Background: an optimization exercise with open tools, aiming at small area and a short achievable clock period. Do not read the settings as production practice. RTL that was checked went through simulation tests only; none was proved equivalent to the original. Power is estimated from default activity; no workload was simulated.

==> flow/design.v <==
`timescale 1ns / 1ps
module entropy_encode_dc_coefficients #(parameter ADDER = 0) (
	input clk,
	input reset_n,
	input in_valid,
	input in_first,
	input [15:0] DcCoeff,
	output out_valid,
	output [31:0] codeword,
	output [5:0] codeword_length
);
reg first_pending;
wire is_first = in_first | first_pending;
reg [15:0] x1;
reg [15:0] pp;        
reg        v1, f1;
always @(posedge clk) begin
	if (!reset_n) begin
		first_pending <= 1'b1;
		v1 <= 1'b0;
	end else begin
		if (in_valid) first_pending <= 1'b0;
		v1 <= in_valid;
	end
	if (in_valid) x1 <= DcCoeff;
	pp <= ~(DcCoeff ^ (x1 & {16{~is_first}}));
	f1 <= is_first;
end
reg        sgn;       
wire [15:0] gg = ~pp & (x1 ^ {16{sgn}});
wire        eq = &pp;                                    
wire [15:0] g0 = {gg[15:1], gg[0] | pp[0]};
wire [16:0] c;
assign c[0] = 1'b1;
genvar b;
generate
	if (ADDER == 1) begin : g_ripple
		for (b = 0; b < 16; b = b + 1) begin : g_r
			assign c[b+1] = g0[b] | (pp[b] & c[b]);
		end
	end else begin : g_sklansky
		wire [15:0] G0 = g0, P0 = pp;
		wire [15:0] G1, P1, G2, P2, G3, P3, G4, P4;
		for (b = 0; b < 16; b = b + 1) begin : g_l0
			if (b & 1) begin : g_node
				assign G1[b] = G0[b] | (P0[b] & G0[((b >> 0) << 0) - 1]);
				assign P1[b] = P0[b] & P0[((b >> 0) << 0) - 1];
			end else begin : g_pass
				assign G1[b] = G0[b];
				assign P1[b] = P0[b];
			end
		end
		for (b = 0; b < 16; b = b + 1) begin : g_l1
			if (b & 2) begin : g_node
				assign G2[b] = G1[b] | (P1[b] & G1[((b >> 1) << 1) - 1]);
				assign P2[b] = P1[b] & P1[((b >> 1) << 1) - 1];
			end else begin : g_pass
				assign G2[b] = G1[b];
				assign P2[b] = P1[b];
			end
		end
		for (b = 0; b < 16; b = b + 1) begin : g_l2
			if (b & 4) begin : g_node
				assign G3[b] = G2[b] | (P2[b] & G2[((b >> 2) << 2) - 1]);
				assign P3[b] = P2[b] & P2[((b >> 2) << 2) - 1];
			end else begin : g_pass
				assign G3[b] = G2[b];
				assign P3[b] = P2[b];
			end
		end
		for (b = 0; b < 16; b = b + 1) begin : g_l3
			if (b & 8) begin : g_node
				assign G4[b] = G3[b] | (P3[b] & G3[((b >> 3) << 3) - 1]);
				assign P4[b] = P3[b] & P3[((b >> 3) << 3) - 1];
			end else begin : g_pass
				assign G4[b] = G3[b];
				assign P4[b] = P3[b];
			end
		end
		assign c[16:1] = G4;
	end
endgenerate
wire [15:0] e = pp ^ c[15:0];
wire        e16 = pp[15] ^ c[16];
wire [16:0] m = {e ^ {16{e16}}, e16};
wire d_neg = sgn ? (~e16 & ~eq) : e16;
always @(posedge clk) begin
	if (in_valid & is_first) sgn <= 1'b0;
	else if (v1) sgn <= d_neg & ~f1;
end
reg [16:0] m2;
reg        v2, f2;
reg [1:0]  cls;    
always @(posedge clk) begin
	if (!reset_n) v2 <= 1'b0;
	else v2 <= v1;
	m2 <= m;
	f2 <= f1;
end
wire [1:0] mcls = (m2 == 17'd0) ? 2'd0 :
                  (m2 <= 17'd2) ? 2'd1 :
                  (m2 <= 17'd4) ? 2'd2 : 2'd3;
always @(posedge clk) begin
	if (v2) cls <= f2 ? 2'd3 : mcls;
end
wire cF = f2;
wire c0 = ~f2 & (cls == 2'd0);
wire c1 = ~f2 & (cls == 2'd1);
wire c2 = ~f2 & (cls == 2'd2);
wire c3 = ~f2 & (cls == 2'd3);
wire mlt4 = (m2[16:2] == 15'd0);      
wire [17:0] lowk;     
assign lowk = cF ? 18'h1f : c1 ? 18'h1 : c3 ? 18'h7 : 18'h0;
wire [16:0] mm = m2 | lowk[16:0];
wire [17:0] cin;      
assign cin[0] = 1'b1;
genvar j;
generate for (j = 1; j < 18; j = j + 1) begin : g_carry
	assign cin[j] = &mm[j-1:0];
end endgenerate
wire inc = ~c2;
wire [17:0] s;
assign s[16:0] = m2 ^ (cin[16:0] & ~lowk[16:0] & {17{inc}});
assign s[17] = inc & cin[17];
wire [17:0] cw = {s[17:3], s[2] | (c2 & mlt4), s[1:0]};
wire [17:0] t;
generate for (j = 1; j < 18; j = j + 1) begin : g_therm
	if (j < 17) begin : g_or
		assign t[j] = (|m2[16:j]) | (inc & cin[j]) | (c2 & (j <= 2));
	end else begin : g_top
		assign t[j] = inc & cin[j];
	end
end endgenerate
assign t[0] = 1'b1;
wire [1:0] sh = cF ? 2'd2 : (c3 | (c2 & mlt4)) ? 2'd1 : 2'd0;
wire [19:0] tx = {2'b00, t};
wire [17:0] u = (sh == 2'd2) ? tx[19:2] : (sh == 2'd1) ? tx[18:1] : tx[17:0];
reg [4:0] half;
integer i;
always @(*) begin
	half = 5'd0;
	for (i = 1; i < 18; i = i + 1)
		if (u[i] & ~u[(i < 17) ? i + 1 : 17] | (i == 17 & u[17])) half = i;
end
wire [5:0] len = {half, c0 | (c2 & mlt4)};
reg        v3;
reg [17:0] cw3;
reg [5:0]  len3;
always @(posedge clk) begin
	if (!reset_n) v3 <= 1'b0;
	else v3 <= v2;
	cw3 <= cw;
	len3 <= len;
end
assign out_valid = v3;
assign codeword = {14'h0, cw3};
assign codeword_length = len3;
endmodule
Settings: LEC_CHECK=0, ABC_AREA=1, CAP_MARGIN=20, CORE_MARGIN=2, CORE_UTILIZATION=65, CTS_CLUSTER_DIAMETER=200, CTS_CLUSTER_SIZE=50, SETUP_SLACK_MARGIN=2.6, SLEW_MARGIN=20; clock period 5.0 ns.
standard.sh (not shown) runs the stock make flow with config.mk's settings and CLKGATE_MAP_FILE= SYNTH_SCRIPT=/design/flow/synth_recipe.tcl, a recipe that flattens the netlist after the stock synthesis.
==> flow/flow/run.sh <==
#!/bin/bash
# The standard layout with two changes:
#  - the input and output ports are buffered with plain buffers instead of
#    the delay buffers buffer_ports picks by default;
#  - synthesis leaves adders to ABC instead of mapping them to full/half-adder
#    cells first (ADDER_MAP_FILE empty); registers are unchanged.
# make's full output goes to make.log in the work folder; ORFS keeps each
# tool's log under orfs/logs/.
set -euo pipefail
cd "$(dirname "$0")/.."
bash standard.sh "BUFFER_PORTS_ARGS=-buffer_cell sky130_fd_sc_hd__buf_2" "ADDER_MAP_FILE=" finish > make.log 2>&1
Change:
--- a/flow/design.v
+++ b/flow/design.v
@@ -124,23 +124,15 @@
 assign s[17] = inc & cin[17];
 wire [17:0] cw = {s[17:3], s[2] | (c2 & mlt4), s[1:0]};
-wire [17:0] t;
-generate for (j = 1; j < 18; j = j + 1) begin : g_therm
-	if (j < 17) begin : g_or
-		assign t[j] = (|m2[16:j]) | (inc & cin[j]) | (c2 & (j <= 2));
-	end else begin : g_top
-		assign t[j] = inc & cin[j];
-	end
-end endgenerate
-assign t[0] = 1'b1;
-wire [1:0] sh = cF ? 2'd2 : (c3 | (c2 & mlt4)) ? 2'd1 : 2'd0;
-wire [19:0] tx = {2'b00, t};
-wire [17:0] u = (sh == 2'd2) ? tx[19:2] : (sh == 2'd1) ? tx[18:1] : tx[17:0];
-reg [4:0] half;
+wire [16:0] w = m2 | {12'b0, cF, cF, cF | c3 | c2, cF | c3, cF | c3 | c1};
+wire all1 = inc & w[0] & (&(~w[16:1] | w[15:0]));
+reg [4:0] flw;
 integer i;
 always @(*) begin
-	half = 5'd0;
-	for (i = 1; i < 18; i = i + 1)
-		if (u[i] & ~u[(i < 17) ? i + 1 : 17] | (i == 17 & u[17])) half = i;
+	flw = 5'd0;
+	for (i = 1; i < 17; i = i + 1)
+		if (w[i]) flw = i;
 end
+wire [1:0] sh = cF ? 2'd2 : (c3 | (c2 & mlt4)) ? 2'd1 : 2'd0;
+wire [4:0] half = flw + {4'b0, all1} - {3'b0, sh};
 wire [5:0] len = {half, c0 | (c2 & mlt4)};
 reg        v3;
The changed run produced a clean layout.
Synthesized area came out lower by roughly a tenth.
Die area came out lower by roughly a tenth.
Power came out higher by a little under a tenth.
Count of clock-buffer cells in the layout does not change.
Routed wire length came out lower by roughly a tenth.
Final cell count came out lower by about a fifth.
Register-to-register slack degrades by 130 ps.
Only the layout flow was run in the second run of this note; the RTL was not checked for function there.

---

Setup of alpha:
RTL: the design.v shown in full above, as it stands there.
Settings: LEC_CHECK=0, ABC_AREA=1, CAP_MARGIN=20, CORE_MARGIN=2, CORE_UTILIZATION=65, CTS_CLUSTER_DIAMETER=200, CTS_CLUSTER_SIZE=50, SETUP_SLACK_MARGIN=2.8, SLEW_MARGIN=20; clock period 5.0 ns.
Scripts as last shown in full above: flow/flow/run.sh
Here is what was changed in the inputs of beta compared with alpha.
--- a/flow/design.v
+++ b/flow/design.v
@@ -122,27 +122,17 @@
 wire [17:0] s;
 assign s[16:0] = m2 ^ (cin[16:0] & ~lowk[16:0] & {17{inc}});
 assign s[17] = inc & cin[17];
 wire [17:0] cw = {s[17:3], s[2] | (c2 & mlt4), s[1:0]};
-wire [17:0] t;
-generate for (j = 1; j < 18; j = j + 1) begin : g_therm
-	if (j < 17) begin : g_or
-		assign t[j] = (|m2[16:j]) | (inc & cin[j]) | (c2 & (j <= 2));
-	end else begin : g_top
-		assign t[j] = inc & cin[j];
-	end
-end endgenerate
-assign t[0] = 1'b1;
+wire [16:0] w = m2 | {12'b0, cF, cF, cF | c3 | c2, cF | c3, cF | c3 | c1};
+wire all1 = inc & w[0] & (&(~w[16:1] | w[15:0]));
+wire [3:0] nz = {|w[15:12], |w[11:8], |w[7:4], |w[3:0]};
+wire [1:0] hi = {nz[3] | nz[2], nz[3] | (~nz[2] & nz[1])};
+wire [3:0] nib = nz[3] ? w[15:12] : nz[2] ? w[11:8] : nz[1] ? w[7:4] : w[3:0];
+wire [1:0] lo = {nib[3] | nib[2], nib[3] | (~nib[2] & nib[1])};
+wire [4:0] flw = w[16] ? 5'd16 : {1'b0, hi, lo};
 wire [1:0] sh = cF ? 2'd2 : (c3 | (c2 & mlt4)) ? 2'd1 : 2'd0;
-wire [19:0] tx = {2'b00, t};
-wire [17:0] u = (sh == 2'd2) ? tx[19:2] : (sh == 2'd1) ? tx[18:1] : tx[17:0];
-reg [4:0] half;
-integer i;
-always @(*) begin
-	half = 5'd0;
-	for (i = 1; i < 18; i = i + 1)
-		if (u[i] & ~u[(i < 17) ? i + 1 : 17] | (i == 17 & u[17])) half = i;
-end
+wire [4:0] half = flw + {4'b0, all1} - {3'b0, sh};
 wire [5:0] len = {half, c0 | (c2 & mlt4)};
 reg        v3;
 reg [17:0] cw3;
 reg [5:0]  len3;
## What came out
[beta] number of gates resized after cts fell 1 relative to alpha. Static power due to leakage (beta vs. alpha) decreases by more than 10%. Any difference in final setup slack of the worst path between alpha and beta is small enough to ignore. On post-route fraction of the period consumed by the critical path, alpha tracks beta almost exactly. From beta to alpha, clock tree buffer depth did not move at all. Comparing alpha with beta, the area growth from synthesis to final layout came out essentially unchanged. Higher slew at the pin with the worst max-slew slack was reported by beta, not alpha. | weighted congestion at the end of routability-driven global placement | beta vs alpha | ≈ equal |. Area: beta vs alpha -> beta smaller.

---

## job 102
Starts from the design.v that is shown in full above.
export LEC_CHECK = 0
export ABC_AREA = 1
export CAP_MARGIN = 20
export CORE_MARGIN = 2
export CORE_UTILIZATION = 40
export SETUP_SLACK_MARGIN = 2.7
export SLEW_MARGIN = 20
create_clock -name core_clock -period 5.0 [get_ports {clk}]
Scripts as last shown in full above: flow/flow/run.sh
[inputs] job 104 vs job 102
--- a/flow/design.v
+++ b/flow/design.v
@@ -12,6 +12,6 @@
 reg first_pending;
 wire is_first = in_first | first_pending;
+wire take_first = in_valid & is_first;
 reg [15:0] x1;
-reg [15:0] pp;        
 reg        v1, f1;
 always @(posedge clk) begin
@@ -23,10 +23,11 @@
 		v1 <= in_valid;
 	end
-	if (in_valid) x1 <= DcCoeff;
-	pp <= ~(DcCoeff ^ (x1 & {16{~is_first}}));
+	x1 <= DcCoeff;
 	f1 <= is_first;
 end
+reg [15:0] prev;
 reg        sgn;       
-wire [15:0] gg = ~pp & (x1 ^ {16{sgn}});
+wire [15:0] pp = ~(x1 ^ prev);                           
+wire [15:0] gg = sgn ? (~x1 & prev) : (x1 & ~prev);      
 wire        eq = &pp;                                    
 wire [15:0] g0 = {gg[15:1], gg[0] | pp[0]};
@@ -86,6 +87,11 @@
 wire d_neg = sgn ? (~e16 & ~eq) : e16;
 always @(posedge clk) begin
-	if (in_valid & is_first) sgn <= 1'b0;
-	else if (v1) sgn <= d_neg & ~f1;
+	if (take_first) begin
+		prev <= 16'h0;
+		sgn <= 1'b0;
+	end else if (v1) begin
+		prev <= x1;
+		sgn <= d_neg & ~f1;
+	end
 end
 reg [16:0] m2;
--- outcome ---
Relative to job 102, the fraction of the core area covered by cells at the end of the flow of job 104 is lower by 0.42 points. Changes observed in job 104 relative to job 102: transition at the pin with the smallest max-transition slack did not really move; routed metal-1 wirelength went up. Going from job 102 to job 104, data required time of the critical path moved up; area growth from synthesis to layout climbed 0.70 points. Non-clock buffer area fraction after layout: higher on job 104. Job 102 was routed with fewer vias than job 104. Taking job 102 as the reference, in job 104 data arrival at the endpoint of the critical path decreased 0.03 ns, wire length per cell after detailed routing decreased about 1.3%, combinational share of power increased 2.0 points, synthesized instance count increased 103.

---

entropy_encode_dc_coefficients, a different RTL version from the one above (not shown whole).
Size: ~86 flip-flops, ~59 I/O pins.
==> module entropy_encode_dc_coefficients, before the edit <==
module entropy_encode_dc_coefficients #(parameter ADDER = 0) (
	input clk,
	input reset_n,
	input in_valid,
	input in_first,
	input [15:0] DcCoeff,
	output out_valid,
	output [31:0] codeword,
	output [5:0] codeword_length
);
reg first_pending;
wire is_first = in_first | first_pending;
reg [15:0] x1;
reg [15:0] pp;        
reg        v1, f1;
always @(posedge clk) begin
	if (!reset_n) begin
		first_pending <= 1'b1;
		v1 <= 1'b0;
	end else begin
		if (in_valid) first_pending <= 1'b0;
		v1 <= in_valid;
	end
	if (in_valid) x1 <= DcCoeff;
	pp <= ~(DcCoeff ^ (x1 & {16{~is_first}}));
	f1 <= is_first;
end
reg        sgn;       
wire [15:0] gg = ~pp & (x1 ^ {16{sgn}});
wire        eq = &pp;                                    
wire [15:0] g0 = {gg[15:1], gg[0] | pp[0]};
wire [16:0] c;
assign c[0] = 1'b1;
genvar b;
generate
	if (ADDER == 1) begin : g_ripple
		for (b = 0; b < 16; b = b + 1) begin : g_r
			assign c[b+1] = g0[b] | (pp[b] & c[b]);
		end
	end else begin : g_sklansky
		wire [15:0] G0 = g0, P0 = pp;
		wire [15:0] G1, P1, G2, P2, G3, P3, G4, P4;
		for (b = 0; b < 16; b = b + 1) begin : g_l0
			if (b & 1) begin : g_node
				assign G1[b] = G0[b] | (P0[b] & G0[((b >> 0) << 0) - 1]);
				assign P1[b] = P0[b] & P0[((b >> 0) << 0) - 1];
			end else begin : g_pass
				assign G1[b] = G0[b];
				assign P1[b] = P0[b];
			end
		end
		for (b = 0; b < 16; b = b + 1) begin : g_l1
			if (b & 2) begin : g_node
				assign G2[b] = G1[b] | (P1[b] & G1[((b >> 1) << 1) - 1]);
				assign P2[b] = P1[b] & P1[((b >> 1) << 1) - 1];
			end else begin : g_pass
				assign G2[b] = G1[b];
				assign P2[b] = P1[b];
			end
		end
		for (b = 0; b < 16; b = b + 1) begin : g_l2
			if (b & 4) begin : g_node
				assign G3[b] = G2[b] | (P2[b] & G2[((b >> 2) << 2) - 1]);
				assign P3[b] = P2[b] & P2[((b >> 2) << 2) - 1];
			end else begin : g_pass
				assign G3[b] = G2[b];
				assign P3[b] = P2[b];
			end
		end
		for (b = 0; b < 16; b = b + 1) begin : g_l3
			if (b & 8) begin : g_node
				assign G4[b] = G3[b] | (P3[b] & G3[((b >> 3) << 3) - 1]);
				assign P4[b] = P3[b] & P3[((b >> 3) << 3) - 1];
			end else begin : g_pass
				assign G4[b] = G3[b];
				assign P4[b] = P3[b];
			end
		end
		assign c[16:1] = G4;
	end
endgenerate
wire [15:0] e = pp ^ c[15:0];
wire        e16 = pp[15] ^ c[16];
wire [16:0] m = {e ^ {16{e16}}, e16};
wire d_neg = sgn ? (~e16 & ~eq) : e16;
always @(posedge clk) begin
	if (in_valid & is_first) sgn <= 1'b0;
	else if (v1) sgn <= d_neg & ~f1;
end
reg [16:0] m2;
reg        v2, f2;
reg [1:0]  cls;    
always @(posedge clk) begin
	if (!reset_n) v2 <= 1'b0;
	else v2 <= v1;
	m2 <= m;
	f2 <= f1;
end
wire [1:0] mcls = (m2 == 17'd0) ? 2'd0 :
                  (m2 <= 17'd2) ? 2'd1 :
                  (m2 <= 17'd4) ? 2'd2 : 2'd3;
wire [1:0] ncls = ~v2 ? cls : f2 ? 2'd3 : mcls;
always @(posedge clk) begin
	if (v2) cls <= f2 ? 2'd3 : mcls;
end
reg c0, c1, c2, c3;
always @(posedge clk) begin
	c0 <= ~f1 & (ncls == 2'd0);
	c1 <= ~f1 & (ncls == 2'd1);
	c2 <= ~f1 & (ncls == 2'd2);
	c3 <= ~f1 & (ncls == 2'd3);
end
wire cF = f2;
wire mlt4 = (m2[16:2] == 15'd0);      
wire [17:0] lowk;     
assign lowk = cF ? 18'h1f : c1 ? 18'h1 : c3 ? 18'h7 : 18'h0;
wire [16:0] mm = m2 | lowk[16:0];
wire [17:0] cin;      
assign cin[0] = 1'b1;
genvar j;
generate for (j = 1; j < 18; j = j + 1) begin : g_carry
	assign cin[j] = &mm[j-1:0];
end endgenerate
wire inc = ~c2;
wire [17:0] s;
assign s[16:0] = m2 ^ (cin[16:0] & ~lowk[16:0] & {17{inc}});
assign s[17] = inc & cin[17];
wire [17:0] cw = {s[17:3], s[2] | (c2 & mlt4), s[1:0]};
wire [16:0] w = m2 | {12'b0, cF, cF, cF | c3 | c2, cF | c3, cF | c3 | c1};
wire all1 = inc & w[0] & (&(~w[16:1] | w[15:0]));
wire [3:0] nz = {|w[15:12], |w[11:8], |w[7:4], |w[3:0]};
wire [1:0] hi = {nz[3] | nz[2], nz[3] | (~nz[2] & nz[1])};
wire [3:0] nib = nz[3] ? w[15:12] : nz[2] ? w[11:8] : nz[1] ? w[7:4] : w[3:0];
wire [1:0] lo = {nib[3] | nib[2], nib[3] | (~nib[2] & nib[1])};
wire [4:0] flw = w[16] ? 5'd16 : {1'b0, hi, lo};
wire [1:0] sh = cF ? 2'd2 : (c3 | (c2 & mlt4)) ? 2'd1 : 2'd0;
wire [4:0] half = flw + {4'b0, all1} - {3'b0, sh};
wire [5:0] len = {half, c0 | (c2 & mlt4)};
reg        v3;
reg [17:0] cw3;
reg [5:0]  len3;
always @(posedge clk) begin
	if (!reset_n) v3 <= 1'b0;
	else v3 <= v2;
	cw3 <= cw;
	len3 <= len;
end
assign out_valid = v3;
assign codeword = {14'h0, cw3};
assign codeword_length = len3;
endmodule
export LEC_CHECK = 0
export ABC_AREA = 1
export CAP_MARGIN = 20
export CORE_MARGIN = 2
export CORE_UTILIZATION = 65
export CTS_CLUSTER_DIAMETER = 200
export CTS_CLUSTER_SIZE = 50
export SETUP_SLACK_MARGIN = 2.95
export SLEW_MARGIN = 20
create_clock -name core_clock -period 5.0 [get_ports {clk}]
Scripts as last shown in full above: flow/flow/run.sh
The baseline finished clean.
Rerun with:
--- a/flow/design.v
+++ b/flow/design.v
@@ -97,24 +97,20 @@
 	m2 <= m;
 	f2 <= f1;
 end
 wire [1:0] mcls = (m2 == 17'd0) ? 2'd0 :
                   (m2 <= 17'd2) ? 2'd1 :
                   (m2 <= 17'd4) ? 2'd2 : 2'd3;
-wire [1:0] ncls = ~v2 ? cls : f2 ? 2'd3 : mcls;
 always @(posedge clk) begin
 	if (v2) cls <= f2 ? 2'd3 : mcls;
 end
-reg c0, c1, c2, c3;
-always @(posedge clk) begin
-	c0 <= ~f1 & (ncls == 2'd0);
-	c1 <= ~f1 & (ncls == 2'd1);
-	c2 <= ~f1 & (ncls == 2'd2);
-	c3 <= ~f1 & (ncls == 2'd3);
-end
 wire cF = f2;
+wire c0 = ~f2 & (cls == 2'd0);
+wire c1 = ~f2 & (cls == 2'd1);
+wire c2 = ~f2 & (cls == 2'd2);
+wire c3 = ~f2 & (cls == 2'd3);
 wire mlt4 = (m2[16:2] == 15'd0);      
 wire [17:0] lowk;     
 assign lowk = cF ? 18'h1f : c1 ? 18'h1 : c3 ? 18'h7 : 18'h0;
 wire [16:0] mm = m2 | lowk[16:0];
 wire [17:0] cin;      
 assign cin[0] = 1'b1;
Result: The changed run completed without violations. Clock skew hardly moves. Register-to-register slack stays flat. Die area is higher slightly. Critical path depth is lower by 4. Synthesized cell count is lower by a few percent. Total power is higher by a few percent. Routed wire length came out higher by roughly a tenth. Design area shrinks slightly. Core utilization drops by 1.8 points.
For the first run of this note, only the layout was checked, not whether the RTL still works.

-- static timing again, ports no longer ideal --
No port has a modelled driver above. Below, the same layouts with a new extraction and two added sets of constraints. Step 1, drivers: a clkbuf_16 drives clk and a buf_2 each remaining input, both assumed. Step 2 also shifts input and output timing later by t, the mid clock arrival at the registers, as if the neighbouring blocks saw the same clock. Slacks: no drivers / after step 1 / after step 2; pairs: no drivers / after step 1.
| run | t (ns) | setup WS [ns] | worst setup path at the end | clock arrival spread, ns | worst slew at a driven data input, ns |
|---|---|---|---|---|---|
| the first run of note 1 | 0.382 | 2.849 / 2.849 / 2.849 | register to register | 0.012 / 0.012 | 0.03 |
| the second run of note 1 | 0.371 | 2.714 / 2.714 / 2.714 | register to register | 0.008 / 0.009 | 0.03 |
| alpha | 0.381 | 2.977 / 2.977 / 2.890 | input to register | 0.012 / 0.012 | 0.03 |
| beta | 0.376 | 2.977 / 2.977 / 2.822 | input to register | 0.008 / 0.008 | 0.03 |
| job 102 | 0.376 | 2.863 / 2.863 / 2.863 | register to register | 0.008 / 0.008 | 0.03 |
| job 104 | 0.383 | 2.925 / 2.925 / 2.726 | input to register | 0.010 / 0.009 | 0.03 |
| the first run of note 4 | 0.380 | 2.990 / 2.990 / 2.891 | input to register | 0.010 / 0.009 | 0.03 |
| the second run of note 4 | 0.381 | 2.978 / 2.978 / 2.845 | input to register | 0.008 / 0.007 | 0.03 |
After both steps setup and hold are still met in every run listed. For job 104, which loses most, drivers alone change the setup slack by 0.000 ns; drivers and shift together by -0.199 ns.
